Context: an optimization exercise on an open-source flow, tuned for small area. The choices shown serve that exercise and are no tape-out recipe.
Only simulation tests tie the RTL to the original design; equivalence was not proved.
Power figures rest on the tool's default switching activity, not on a simulated workload.

Setup of rev 12:
==> module watch_date, before the edit <==
module watch_date (
	input	wire			clk, rst, en_day,
	input	wire			set_date,
	input	wire	[15:0]	ld_year,
	input	wire	[3:0]	ld_month,
	input	wire	[4:0]	ld_day,
	output	reg	[4:0]	max_date,
	output	reg	[15:0]	year,
	output	reg	[3:0]	month,
	output	reg	[4:0]	day,
	output	wire	[2:0]	week);
	wire	[3:0]	y3 = year[15:12], y2 = year[11:8], y1 = year[7:4], y0 = year[3:0];
	wire	low0	= (year[7:0] == 8'd0);
	wire	leap	= (low0 ? (~y2[0] & ~(y2[1] ^ y3[0])) : (~y0[0] & ~(y0[1] ^ y1[0])));
	always @(*) begin
		case (month)
			4'd1, 4'd3, 4'd5, 4'd7, 4'd8, 4'd10, 4'd12 : max_date = 5'd31;
			4'd2		:	max_date = {4'b1110, leap};
			4'd4, 4'd6, 4'd9, 4'd11 : max_date = 5'd30;
			default	:	max_date = 5'd0;
		endcase
	end
	wire			jf		= (month == 4'd1) | (month == 4'd2);
	wire	[6:0]	klo	= {y1, 3'b0} + {y1, 1'b0} + y0;
	wire	[3:0]	hi		= {y3[0], 3'b0} + {y3[2:0], 1'b0} + y2;		 
	wire			yzero	= low0 & (year[15:8] == 8'd0);
	reg	[6:0]	k;
	reg	[3:0]	j;
	always @(*) begin
		if (!jf) begin
			k = klo; j = hi;
		end
		else if (yzero) begin
			k = 7'd83; j = 4'd3;
		end
		else if (low0) begin
			k = 7'd99; j = hi - 1'b1;
		end
		else begin
			k = klo - 1'b1; j = hi;
		end
	end
	reg	[5:0]	mterm;
	always @(*) begin
		case (month)
			4'd0 : mterm = 6'd2;		4'd1 : mterm = 6'd36;
			4'd2 : mterm = 6'd39;	4'd3 : mterm = 6'd10;
			4'd4 : mterm = 6'd13;	4'd5 : mterm = 6'd15;
			4'd6 : mterm = 6'd18;	4'd7 : mterm = 6'd20;
			4'd8 : mterm = 6'd23;	4'd9 : mterm = 6'd26;
			4'd10: mterm = 6'd28;	4'd11: mterm = 6'd31;
			4'd12: mterm = 6'd33;	4'd13: mterm = 6'd36;
			4'd14: mterm = 6'd39;	default: mterm = 6'd41;
		endcase
	end
	wire	[7:0]	wsum	= day + mterm + k + k[6:2] + j[3:2] - {j, 1'b0};
	wire	[4:0]	f1		= wsum[7:6] + wsum[5:3] + wsum[2:0];
	wire	[3:0]	f2		= f1[4:3] + f1[2:0];
	assign	week	= (f2 >= 4'd7) ? f2 - 4'd7 : f2[2:0];
	reg	[15:0]	year_inc;
	always @(*) begin
		year_inc = year;
		if (y0 != 4'd9)			year_inc[3:0] = y0 + 1'b1;
		else begin
			year_inc[3:0] = 0;
			if (y1 != 4'd9)		year_inc[7:4] = y1 + 1'b1;
			else begin
				year_inc[7:4] = 0;
				if (y2 != 4'd9)	year_inc[11:8] = y2 + 1'b1;
				else begin
					year_inc[11:8] = 0;
					year_inc[15:12] = y3 + 1'b1;
				end
			end
		end
	end
	wire	dmax	= (day == max_date);
	wire	m12	= (month == 4'd12);
	always @(posedge clk or negedge rst) begin
		if (!rst) begin
			year <= 0; month <= 0; day <= 0;
		end
		else if (set_date) begin
			year <= ld_year; month <= ld_month; day <= ld_day;
		end
		else if (en_day) begin
			if (dmax) begin
				day <= 5'd1;
				if (m12) begin
					month <= 4'd1;
					year <= (year == 16'h9999) ? 16'h0001 : year_inc;
				end
				else
					month <= month + 1'b1;
			end
			else
				day <= day + 1'b1;
		end
	end
endmodule
make LEC_CHECK=0 ABC_AREA=1 CAP_MARGIN=20 CORE_MARGIN=2 CORE_UTILIZATION=60 CTS_CLUSTER_DIAMETER=100 CTS_CLUSTER_SIZE=24 GPL_TIMING_DRIVEN=0 SLEW_MARGIN=20 finish   # period 25.0 ns
run.sh (not shown) runs the stock make flow with config.mk's settings and CLKGATE_MAP_FILE= SYNTH_SCRIPT=/design/flow/synth_recipe.tcl, a recipe that flattens the netlist after the stock synthesis.
## Diff of input files: rev 13 against rev 12
--- a/flow/design.v
+++ b/flow/design.v
@@ -193,7 +193,8 @@
 			4'd14: mterm = 6'd39;	default: mterm = 6'd41;
 		endcase
 	end
-	wire	[7:0]	wsum	= day + mterm + k + k[6:2] + j[3:2] - {j, 1'b0};
+	wire	[4:0]	jc		= {j[3:2], 3'b0} - j[3:2] + {j[1:0], 1'b0};	 
+	wire	[7:0]	wsum	= day + mterm + k + k[6:2] - jc;
 	wire	[4:0]	f1		= wsum[7:6] + wsum[5:3] + wsum[2:0];
 	wire	[3:0]	f2		= f1[4:3] + f1[2:0];
 	assign	week	= (f2 >= 4'd7) ? f2 - 4'd7 : f2[2:0];
Results
Rev 13 | status: complete | timing, DRC, antenna: pass
Net switching power went down by a few percent going from rev 12 to rev 13.
On combinational power: rev 13 sits below rev 12.
Growth of design area from synthesis to finish in rev 13 is 0.22 points below rev 12.
~same final cell count in rev 13 and rev 12
Against rev 12, worst reg-to-reg path cell count in rev 13 fell by a few percent.
The worst setup margin of rev 13 falls short of that of rev 12 by 0.15 ns.
NOTE total number of vias rev 12->rev 13 decreased slightly
Against rev 12, non-clock inverter instance count of the final layout in rev 13 rose by a few percent.
Clock-buffer cell count: rev 12 vs rev 13 identical
Met1 track demand over resource: rev 13 > rev 12
Relative to rev 12, the final cell area reported for rev 13 is lower.
The fraction of power consumed by the clock network of rev 13 is lower than that of rev 12.
Clock period minus worst slack is lower on rev 12
Summary — total design power, rev 13 relative to rev 12: lower, by 2.9%.

[afterwards: timing with drivers on the ports]
The flow's constraints put no driver on any port. The routed layouts listed below were extracted and timed again, unchanged, in two steps.
Step 1 (the two cells are an assumption about what drives the block):
set clk [get_ports {clk}]
set_driving_cell -lib_cell sky130_fd_sc_hd__clkbuf_16 $clk
set_driving_cell -lib_cell sky130_fd_sc_hd__buf_2 [delete_from_list [all_inputs] $clk]
Step 2 adds t to the input delays and takes it off the output delays; t is the mean of the earliest and latest rising clock arrival at the registers after step 1. Input paths then give back, and output paths get back, about the clock's delay inside the block.
Slacks: no drivers / after step 1 / after step 2; pairs: no drivers / after step 1.
| run | shift t [ns] | setup slack, ns | slew at the worst register clock pin (ns) | worst slew at a driven data input, ns |
|---|---|---|---|---|
| rev 12 | 0.629 | 14.849 / 14.849 / 14.849 | 0.12 / 0.12 | 0.04 |
| rev 13 | 0.619 | 14.696 / 14.696 / 14.696 | 0.12 / 0.12 | 0.04 |
After both steps setup and hold are still met in every run listed.
